This is an optimization exercise on Yosys and OpenROAD, whose aim is small area, not a production implementation. Function was checked by simulation only, so behaviour that the tests miss may differ from the original. Power and IR drop assume default switching activity.

## flow/design.v (module list and top-level ports; edited modules follow where they fit)
// module axis_fraction_divider: 4112 lines
module axis_fraction_divider (
    input  wire        aclk,
    input  wire        aclken,
    input  wire        aresetn,
    input  wire        s_axis_divisor_tvalid,
    input  wire [31:0] s_axis_divisor_tdata,
    input  wire [0:0]  s_axis_divisor_tuser,
    input  wire        s_axis_dividend_tvalid,
    input  wire [31:0] s_axis_dividend_tdata,
    input  wire [0:0]  s_axis_dividend_tuser,
    output wire        m_axis_dout_tvalid,
    output wire [47:0] m_axis_dout_tdata,
    output wire [0:0]  m_axis_dout_tuser
);
  // ...
==> flow/run.sh <==
#!/bin/bash
# synth_recipe.tcl (not shown) runs the flow's synth.tcl, then flattens the netlist and writes it again
# the make line also repeats each setting of config.mk as NAME=value (left out here)
make -C /OpenROAD-flow-scripts/flow DESIGN_CONFIG=/design/flow/config.mk WORK_HOME=/design/flow/orfs CLKGATE_MAP_FILE= SYNTH_SCRIPT=/design/flow/synth_recipe.tcl finish
==> flow/config.mk <==
export PLATFORM = sky130hd
export DESIGN_NAME = axis_fraction_divider
export DESIGN_NICKNAME = axis_fraction_divider
export VERILOG_FILES = /design/flow/design.v
export SDC_FILE = /design/flow/constraint.sdc
export NUM_CORES = 4
export LEC_CHECK = 0
export ABC_AREA = 1
export CAP_MARGIN = 20
export CORE_MARGIN = 2
export CORE_UTILIZATION = 70
export CTS_BUF_LIST = sky130_fd_sc_hd__clkbuf_16
export CTS_CLUSTER_DIAMETER = 80
export CTS_CLUSTER_SIZE = 25
export GPL_TIMING_DRIVEN = 0
export PLACE_DENSITY = 0.85
export SLEW_MARGIN = 20
==> flow/constraint.sdc <==
create_clock -name core_clock -period 7.5 [get_ports {aclk}]
set_input_delay 1.5000 -clock core_clock [delete_from_list [all_inputs] [get_ports {aclk}]]
set_output_delay 1.5000 -clock core_clock [all_outputs]
set_load 0.01 [all_outputs]
==> impl_metrics.ini, run 1 <==
[synth]
synth_warnings = 1
netlist_area_um2 = 94700
netlist_top_cells_area = edfxtp_1, nand2_1, nand3_1, xor2_1, inv_1
synth_sequential_area_ratio_pct = 38.0
synth-simple-area-share_pct = 39.2

[sta]
tightest_slew_ns = 1.05
whs_ns = 0.408
worst_slack_ns = 0.326
period_minus_slack_ns = 7.17

[finish]
final_cell_mix = nand2_1, inv_1, nand3_1
seq_area_um2 = 36000
biggestCellCategory = multi-input combinational cells
area_growth_syn_to_layout_pct = 7.18
final_common_cell = nand2_1

[worst_hold_path]
min_to = R_q39[4]

[global_route]
grt_overflow = 0
grt_usage_pct = 39.2

[power_and_ir_drop]
swShare_pct = 53.4
p_int_mw = 21.9

[setup_path]
cp.depth = 40
ff2ff_setup_slack_ns = 0.33

[die]
core_um2 = 134000
die_h_um = 372
fp.dieW_um = 372

[clock_network]
htreeDepth = 3
cts.repair.resized = 30

[outcome]
status = finished clean
==> inputs of run 2 (changes only) <==
--- a/flow/config.mk
+++ b/flow/config.mk
@@ -12,6 +12,6 @@
 export CTS_BUF_LIST = sky130_fd_sc_hd__clkbuf_16
 export CTS_CLUSTER_DIAMETER = 80
 export CTS_CLUSTER_SIZE = 25
-export GPL_TIMING_DRIVEN = 0
+export GPL_TIMING_DRIVEN = 1
 export PLACE_DENSITY = 0.85
 export SLEW_MARGIN = 20
==> run 2 against run 1 <==
Still clean. Core utilization fell by 0.94 points. Worst setup slack got worse by 0.063 ns. Clock skew fell by 0.0049 ns. Area after synthesis did not move. Combinational power fell by 5%. Critical path depth fell by 1. Cell count fell by 1.2%. Sequential cell count did not move. Global-route usage fell by 5.3 points. Hold slack improved by 0.0077 ns. Design area fell by 1.2%. Critical path type is now reg -> out. Critical endpoint is now m_axis_dout_tdata[0].
==> impl_metrics.ini, run 2 <==
[setup_path]
crit_fanout = 19
endpoint_kind = output port
crit_arrival_ns = 5.74
timing.rr.end = R_r27[19]
crit_required_ns = 6.00
worstSetupPathType = reg -> out
ff2ff_setup_slack_ns = 0.47
cp_slowest_cell = edfxtp_1
worstSetupStartpointType = flip-flop
crit_top_cell = nand2_1
slowest_delay_ns = 0.43
ff2ff_path_depth = 41
r2r_start = R_d24[10]

[worst_hold_path]
min_to = R_q39[10]
hold_start = R_q36[7]
worstHoldPathType = reg -> reg
min_path_cells = 0

[die]
die-area_um2 = 138000
fp.dieW_um = 372
start_util_pct = 70.8
core_um2 = 134000
pin_count = 121
row_count = 134
die_h_um = 372

[sta]
tightest_slew_ns = 1.18
worst_slack_ns = 0.263
fmax_mhz = 138
period_share_pct = 96.5
drv_slew = 0
period_minus_slack_ns = 7.24
clock_skew_ns = 0.0327
hold_violations = 0
slew-limit-headroom_pct = 20.9
finalSetupViolCount = 0
setup_tns_ns = 0

[global_route]
grt_pass1_wl_um = 387000
grt_pass1_vias = 84933
grt_usage_pct = 33.9
grt_max_degree = 176
grt_overflow = 0
antenna_found_initial = 2

[power_and_ir_drop]
power_leakage_nw = 49.7
p_seq_share_pct = 23.2
p_clk_share_pct = 9.9
switchingPower_mw = 22.9
p_int_mw = 22.0
finalPower_mw = 44.9
swShare_pct = 51.1
powerDensity_nw_per_um2 = 448
p_comb_share_pct = 66.9
peakVddDrop_v = 0.000495

[routing]
postRouteAntennaNets = 0
route.detailed.drc = 0
vias = 89790
vias_per_cell = 5.78
wl_um = 240000
wl_per_cell_um = 15.5
drtIter0Drc = 7566
firstDrtPassIters = 9

[synth]
netlist_area_um2 = 94700
syn_nets = 13757
synth_top_area_share_pct = 37.7
netlist_top_cells_area = edfxtp_1, nand2_1, nand3_1, xor2_1, inv_1
synth_top_cell_by_area = edfxtp_1
synthTopCellsByCount = nand2_1, inv_1, nand3_1
async_reset_ff_share_pct = 0
synth-seq-cells = 1203
synth_sequential_area_ratio_pct = 38.0
synthFlopType = edfxtp_1
synth_warnings = 1
avgSynthCellArea_um2 = 6.92
synth_edf_count = 1190
netlist_instances = 13680
yosys.cell_count.top_type = nand2_1
ys_types = 82

[clock_network]
root_buffer = clkbuf_16
clk-insertion-delay-late_ns = 0.71
htreeDepth = 3
clockBufferDepth = 3
cts_tree = done
cts-buffers-inserted = 72
clk_pin_slew_ns = 0.09
cts_sinks = 1203

[finish]
reg_top3 = R_q45: 46 flops, R_q42: 43 flops, R_q39: 40 flops
area_growth_syn_to_layout_pct = 5.86
layout-drive-gt1-share_pct = 5.26
finish.instance_area_um2 = 100000
regMostFlops = R_q45
nets = 13794
final_common_cell = nand2_1
stdcell_count = 15530
largest_reg_flops = 46
final_cell_mix = nand2_1, inv_1, nand3_1

[outcome]
status = finished clean

[placed_design]
placed_cells = 15400
dp_hpwl_um = 182000
port_buffers = 118
place_ws_ns = -0.00623
place_congestion = 0.929
placed_area_um2 = 97500

[run]
cap_violations = 0
run 2: cell counts after synthesis:
Identical to the previous run, type by type.
run 2: area by class of cell:
cell class	instances	area, um2
antenna	1	2.50
clock buffer	77	1930
clock inverter	41	488
fill	10025	33600
inverter	1740	6540
multi-input combinational	10439	50500
sequential	1203	36000
tap	1768	2210
timing repair buffer	261	2580
run 2: logic make-up after synthesis:
family | count (synthesis) | share of synthesized area [%]
xor+xnor | 820 | 7.64
simple gates | 8595 | 39.2
fa+ha+maj | 8 | 0.100
compound gates | 1015 | 6.21
flops | 1203 | 38.0
buf+inv | 2039 | 8.88
run 2: how the worst max path moves through the flow:
stage | from | end | slack [ns] | cells past startpoint
finish | R_d45[0] | m_axis_dout_tdata[0] | 0.26 | 39
detailed placement | s_axis_divisor_tdata[5] | R_r6[4] | -0.006 | 47
CTS | R_d45[0] | m_axis_dout_tdata[0] | 0.02 | 39
floorplan | R_d45[1] | m_axis_dout_tdata[0] | 1.36 | 36
global route | R_d45[0] | m_axis_dout_tdata[0] | -0.11 | 39
global placement | s_axis_divisor_tdata[5] | R_r6[4] | 0.19 | 47
run 2: power groups by stage:
stage	clock, mW	sequential [mW]	combinational (mW)
floorplan	0	10.2	23.2
global placement	0	10.5	27.8
detailed placement	0	10.5	29.1
CTS	4.50	10.4	29.4
global route	4.70	10.5	34.0
finish	4.46	10.4	30.0
run 2: critical path, delay by kind of cell (launching register included):
family	cells	cell delay, ns
and+or+nand+nor	19	1.83
AOI/OAI and AO/OA	14	1.88
buffers and inverters	6	0.87
DFF	1	0.43
run 2: through the flow:
stage / hold slack [ns] / util [%]
finish: 0.416 / 74.9
detailed placement: 0.405 / 72.9
CTS: 0.417 / 74.7
global route: 0.424 / 74.9
floorplan: 0.400 / -
global placement: 0.400 / 72.9
run 2: what timing repair did:
action	in CTS	in global routing
cloned	1	2
resized for setup	13	35
pin swaps	4	7
hold buffers	0	0
setup buffers	5	3
endpoints found under the setup margin	1	109
run 2: layer usage:
layer | vias to the layer above | share of wire [%] | GRT usage [%]
met2 | 3409 | 51 | 63.4
met1 | 41067 | 37 | 35.8
li1 | 44348 | - | -
met5 | - | 0 | 0
met3 | 966 | 5.4 | 3.71
met4 | 0 | 7.0 | 22.1
==> inputs of run 3 (changes only) <==
==> flow/flow/run.sh (new file) <==
#!/bin/bash
set -euo pipefail
bash standard.sh 'BUFFER_PORTS_ARGS=-buffer_cell sky130_fd_sc_hd__buf_2' finish > run_make.log 2>&1
==> flow/standard.sh (new file) <==
#!/bin/bash
# synth_recipe.tcl (not shown) runs the flow's synth.tcl, then flattens the netlist and writes it again
# the make line also repeats each setting of config.mk as NAME=value (left out here)
make -C /OpenROAD-flow-scripts/flow DESIGN_CONFIG=/design/flow/config.mk WORK_HOME=/design/flow/orfs CLKGATE_MAP_FILE= SYNTH_SCRIPT=/design/flow/synth_recipe.tcl "${@:-finish}"
removed: flow/run.sh
==> run 3 against run 2 <==
Critical path depth grew 6. Power grew 0.38%. Combinational power is essentially flat. Register-to-register slack lost 0.19 ns. Global-route usage grew 0.37 points. Fmax grew 0.24%. Sequential power is essentially flat. Non-clock buffer count is the same. Hold slack gained 0.0010 ns. Synthesized cell count is the same.
==> impl_metrics.ini, run 3 <==
[routing]
vias = 89894
vias_per_cell = 5.79
route.detailed.drc = 0
wl_per_cell_um = 15.7
wl_um = 244000
drtIter0Drc = 7448
postRouteAntennaNets = 0
firstDrtPassIters = 9

[worst_hold_path]
worstHoldPathType = reg -> reg

[die]
row_count = 134
die_h_um = 372
die-area_um2 = 138000
core_um2 = 134000
fp.dieW_um = 372
pin_count = 121
start_util_pct = 70.8

[sta]
clock_skew_ns = 0.0546
hold_violations = 0
worst_slack_ns = 0.280
period_minus_slack_ns = 7.22
fmax_mhz = 138
slew-limit-headroom_pct = 23.4
setup_tns_ns = 0
period_share_pct = 96.3
tightest_slew_ns = 1.15
whs_ns = 0.417
finalSetupViolCount = 0
drv_slew = 0

[power_and_ir_drop]
finalPower_mw = 45.1
power_leakage_nw = 49.8
peakVddDrop_v = 0.000737
powerDensity_nw_per_um2 = 452

[global_route]
grt_pass1_wl_um = 390000
grt_overflow = 0
grt_usage_pct = 34.2
grt_max_degree = 216
grt_pass1_vias = 84874
antenna_found_initial = 7

[setup_path]
critPathLaunch = R_d24[2]
critical_path.top_delay_family = simple AND/OR/NAND/NOR gates
worstSetupPathType = reg -> reg
ff2ff_path_depth = 45
endpoint = R_r27[21]
r2r_start = R_d24[2]
crit_required_ns = 8.06
ff2ff_setup_slack_ns = 0.28
crit_fanout = 28
slowest_delay_ns = 0.76
critPathBufInv = 4
cp_slowest_cell = edfxtp_1
crit_top_cell = nand2_2
timing.rr.end = R_r27[21]
crit_arrival_ns = 7.78
cp.depth = 45
worstSetupStartpointType = flip-flop
endpoint_kind = flip-flop

[synth]
async_reset_ff_share_pct = 0
ys_types = 82
synth_sequential_area_ratio_pct = 38.0
synthFlopType = edfxtp_1
synth_warnings = 1
avgSynthCellArea_um2 = 6.92
synthTopCellsByCount = nand2_1, inv_1, nand3_1
synth_top_cell_by_area = edfxtp_1
netlist_area_um2 = 94700
synth_edf_count = 1190
netlist_instances = 13680
syn_nets = 13757
synth-seq-cells = 1203
synth_top_area_share_pct = 37.7
yosys.cell_count.top_type = nand2_1
netlist_top_cells_area = edfxtp_1, nand2_1, nand3_1, xor2_1, inv_1

[clock_network]
clk-insertion-delay-late_ns = 0.75
root_buffer = clkbuf_16
cts-buffers-inserted = 74
clockBufferDepth = 3
cts_sinks = 1203
ctsHoldBuffers = 0
htreeDepth = 3
cts_tree = done
clk_pin_slew_ns = 0.10

[placed_design]
place_congestion = 0.937
dp_hpwl_um = 183000
port_buffers = 118
place_ws_ns = 0.116
placed_cells = 15392
placed_area_um2 = 96800

[finish]
seq_area_um2 = 36000
regMostFlops = R_q45
fill_cells = 10085
largest_reg_flops = 46
finish.instance_area_um2 = 99800
layout-drive-gt1-share_pct = 6.23
multi_input_area_um2 = 50500
final_cell_mix = nand2_1, inv_1, nand3_1
utilization_pct = 74.6
final_common_cell = nand2_1
reg_top3 = R_q45: 46 flops, R_q42: 43 flops, R_q39: 40 flops
stdcell_count = 15538
nets = 13798
area_growth_syn_to_layout_pct = 5.42

[outcome]
status = finished clean

[run]
cap_violations = 0
[run 3: cell counts after synthesis]
Identical to the previous run, type by type.
[run 3: how the worst min path moves through the flow]
stage               slack, ns      start         to  depth (start not counted)
finish                   0.42   R_a10[3]   R_a14[3]                          0
global placement         0.40   R_q39[4]   R_q42[7]                          0
CTS                      0.42  R_q18[10]  R_q21[13]                          0
global route             0.42  R_q27[12]  R_q30[15]                          0
detailed placement       0.40   R_q14[8]  R_q18[12]                          0
floorplan                0.40    R_a6[0]   R_a10[0]                          0
[run 3: cell families (layout without fill, tap and decap cells)]
group,count (synthesis),after routing,share of synthesized area (%)
AOI/OAI and AO/OA,1015,1015,6.21
and+or+nand+nor,8595,8598,39.2
buffers and inverters,2039,2122,8.88
adders and majority gates,8,8,0.100
other,0,4,0
DFF,1203,1203,38.0
xor gates and xnor gates,820,820,7.64
[run 3: where the power goes]
part / switching, mW / internal, mW / total [mW]
clock network: 2.57 / 1.97 / 4.55
logic: 19.8 / 10.3 / 30.1
registers: 0.877 / 9.54 / 10.4
total: 23.2 / 21.9 / 45.1
[run 3: metal layers]
layer  vias up  wire [um]  track usage [%]
met2      3435     125000             64.5
met5         -         19                0
met1     41064      87300             36.1
met3       975      13900             3.69
met4         2      17400             21.8
li1      44418          -                -
[run 3: timing repair]
| item | CTS | global route |
|---|---|---|
| endpoints found under the setup margin | 1 | 150 |
| pin swaps | 1 | 9 |
| setup buffers | 1 | 13 |
| cloned | 0 | 7 |
| resized for setup | 10 | 51 |
[run 3: cell type report]
class,instances,area share (%)
antenna,4,0.0100
clock buffer,74,1.86
clock inverter,47,0.671
inverter,1740,6.56
multi-input combinational,10441,50.6
sequential,1203,36.1
tap,1768,2.22
timing repair buffer,261,1.98
==> inputs of run 4 (changes only) <==
--- a/flow/config.mk
+++ b/flow/config.mk
@@ -10,8 +10,8 @@
 export CORE_MARGIN = 2
 export CORE_UTILIZATION = 70
 export CTS_BUF_LIST = sky130_fd_sc_hd__clkbuf_16
-export CTS_CLUSTER_DIAMETER = 80
-export CTS_CLUSTER_SIZE = 25
+export CTS_CLUSTER_DIAMETER = 100
+export CTS_CLUSTER_SIZE = 30
 export GPL_TIMING_DRIVEN = 1
 export PLACE_DENSITY = 0.85
 export SLEW_MARGIN = 20
==> run 4 against run 3 <==
Critical path depth down 1. Die area unchanged. Count of clock-buffer cells in the layout down 19. Core utilization down 0.54 points. Critical endpoint unchanged. Largest cell class unchanged.
==> impl_metrics.ini, run 4 <==
[finish]
seq_area_um2 = 36000
layout-drive-gt1-share_pct = 5.97
final_common_cell = nand2_1
fill_cells = 10219
utilization_pct = 74.1
nets = 13775
stdcell_count = 15503
area_growth_syn_to_layout_pct = 4.66
multi_input_area_um2 = 50500
final_cell_mix = nand2_1, inv_1, nand3_1
regMostFlops = R_q45
reg_top3 = R_q45: 46 flops, R_q42: 43 flops, R_q39: 40 flops
largest_reg_flops = 46

[sta]
period_minus_slack_ns = 7.34
tightest_slew_ns = 1.08
hold_violations = 0
slew-limit-headroom_pct = 28.1
setup_tns_ns = 0
period_share_pct = 97.8
drv_slew = 0
whs_ns = 0.394
rsz0062_at_grt = true
fmax_mhz = 136
clock_skew_ns = 0.0493
finalSetupViolCount = 0

[placed_design]
placed_cells = 15392
dp_hpwl_um = 183000
port_buffers = 118
place_congestion = 0.937

[die]
row_count = 134
die-area_um2 = 138000
start_util_pct = 70.8
die_h_um = 372
fp.dieW_um = 372
core_um2 = 134000
pin_count = 121

[setup_path]
crit_fanout = 17
ff2ff_setup_slack_ns = 0.16
crit_top_cell = nand2_2
crit_arrival_ns = 7.88
ff2ff_path_depth = 44
endpoint = R_r27[21]
worstSetupPathType = reg -> reg
endpoint_kind = flip-flop
critPathLaunch = R_d24[2]
crit_required_ns = 8.04
cp_slowest_cell = edfxtp_1
slowest_delay_ns = 0.78
timing.rr.end = R_r27[21]
worstSetupStartpointType = flip-flop
r2r_start = R_d24[2]

[synth]
netlist_top_cells_area = edfxtp_1, nand2_1, nand3_1, xor2_1, inv_1
synthTopCellsByCount = nand2_1, inv_1, nand3_1
synth-seq-cells = 1203
async_reset_ff_share_pct = 0
synth_warnings = 1
syn_nets = 13757
synth_sequential_area_ratio_pct = 38.0
synthFlopType = edfxtp_1
yosys.cell_count.top_type = nand2_1
synth_edf_count = 1190
netlist_instances = 13680
synth_top_cell_by_area = edfxtp_1
avgSynthCellArea_um2 = 6.92
synth_top_area_share_pct = 37.7
netlist_area_um2 = 94700
ys_types = 82

[routing]
wl_um = 241000
vias_per_cell = 5.78
vias = 89667
route.detailed.drc = 0
drtIter0Drc = 7785
firstDrtPassIters = 10
wl_per_cell_um = 15.6
postRouteAntennaNets = 0

[clock_network]
ctsHoldBuffers = 0
cts_sinks = 1203
clockBufferDepth = 3
cts-buffers-inserted = 54
htreeDepth = 2
clk_pin_slew_ns = 0.11
cts_tree = done
root_buffer = clkbuf_16
clk-insertion-delay-late_ns = 0.75

[power_and_ir_drop]
finalPower_mw = 44.3
powerDensity_nw_per_um2 = 447
power_leakage_nw = 49.4
peakVddDrop_v = 0.000742

[global_route]
grt_overflow = 0
grt_usage_pct = 33.9
grt_pass1_wl_um = 388000
antenna_found_initial = 5
grt_pass1_vias = 84621
grt_max_degree = 216

[run]
cap_violations = 0

[outcome]
status = finished clean

[worst_hold_path]
worstHoldPathType = reg -> reg
run 4: cell counts after synthesis:
No cell type changed its count.
run 4: kinds of logic (layout without fill, tap and decap cells):
family / Yosys count / count (layout) / synth area share, %
AOI/OAI and AO/OA: 1015 / 1015 / 6.21
DFF: 1203 / 1203 / 38.0
adders and majority gates: 8 / 8 / 0.100
buffers and inverters: 2039 / 2085 / 8.88
xor gates and xnor gates: 820 / 820 / 7.64
and+or+nand+nor: 8595 / 8597 / 39.2
other: 0 / 7 / 0
run 4: through the flow:
step	area [um2]	setup WS (ns)
2_1_floorplan	94700	1.36
3_3_place_gp	96800	0.319
3_5_place_dp	96800	0.116
4_1_cts	98700	0.0131
5_1_grt	99100	-0.199
6_report	99100	0.163
run 4: worst min-delay path by stage:
| stage | depth (start not counted) | from | slack, ns | endpoint |
|---|---|---|---|---|
| 3_3_place_gp | 0 | R_q39[4] | 0.40 | R_q42[7] |
| 3_5_place_dp | 0 | R_q14[8] | 0.40 | R_q18[12] |
| 5_1_grt | 0 | R_q42[23] | 0.41 | R_q45[26] |
| 4_1_cts | 0 | R_q42[23] | 0.39 | R_q45[26] |
| 6_report | 0 | R_q42[23] | 0.39 | R_q45[26] |
| 2_1_floorplan | 0 | R_a6[0] | 0.40 | R_a10[0] |
run 4: metal layers:
layer | global-route usage (%) | wire (um) | vias to the layer above
met4 | 21.2 | 16900 | 0
met2 | 63.9 | 124000 | 3311
li1 | - | - | 44339
met5 | 0 | 0 | -
met3 | 3.52 | 13000 | 934
met1 | 35.8 | 87200 | 41083
run 4: layout make-up:
class	count	area share, %
Antenna cell	7	0.0177
Clock inverter	31	0.458
Inverter	1740	6.61
Tap cell	1768	2.23
Timing Repair Buffer	259	1.99
Sequential cell	1203	36.3
Clock buffer	55	1.39
Multi-Input combinational cell	10440	51.0
run 4: power by group:
part	switching (mW)	total, mW	internal, mW
Clock	2.28	3.81	1.53
Combinational	19.7	30.1	10.3
Sequential	0.874	10.4	9.54
Total	22.9	44.3	21.4
run 4: what timing repair did:
| item | 4_1_cts | 5_1_grt |
|---|---|---|
| pin swaps | 1 | 7 |
| gates resized for setup | 10 | 46 |
| buffers inserted | 1 | 12 |
| cloned | 0 | 5 |
| endpoints found under the setup margin | 1 | 147 |
run 4: critical path: cells and delay by family (launching register included):
family | cells | cell delay [ns]
AND/OR/NAND/NOR | 38 | 4.80
flip-flops | 1 | 0.78
AO/OA/AOI/OAI | 3 | 0.69
buffers and inverters | 2 | 0.60
XOR/XNOR | 1 | 0.24

## what the ideal ports hide
The results above use ideal ports. As a check the final layouts listed here were re-extracted and re-timed, cells and wires unchanged. Step 1 sets driving cells, clkbuf_16 on the clock port and buf_2 on the other inputs (assumed; they add their load-dependent delay and slew). Step 2 times the ports against the registers' clock, not the clock port: input delays grow and output delays shrink by t, the midpoint of the rising clock arrivals with the driver on. a / b / c = ideal ports / drivers / drivers and shift; a / b = the first two.
| run | t (ns) | slack for setup (ns) | latest minus earliest clock arrival (ns) |
|---|---|---|---|
| run 1 | 0.839 | 0.326 / 0.283 / -0.333 | 0.045 / 0.045 |
| run 2 | 0.778 | 0.263 / 0.182 / 0.098 | 0.032 / 0.033 |
| run 3 | 0.799 | 0.280 / 0.211 / 0.022 | 0.055 / 0.056 |
| run 4 | 0.808 | 0.163 / 0.129 / 0.014 | 0.055 / 0.054 |
With both steps, setup timing fails in run 1, where it was met with ideal ports. The setup slack of run 1, which loses most, moves by -0.043 ns with the drivers and by -0.659 ns with both steps.
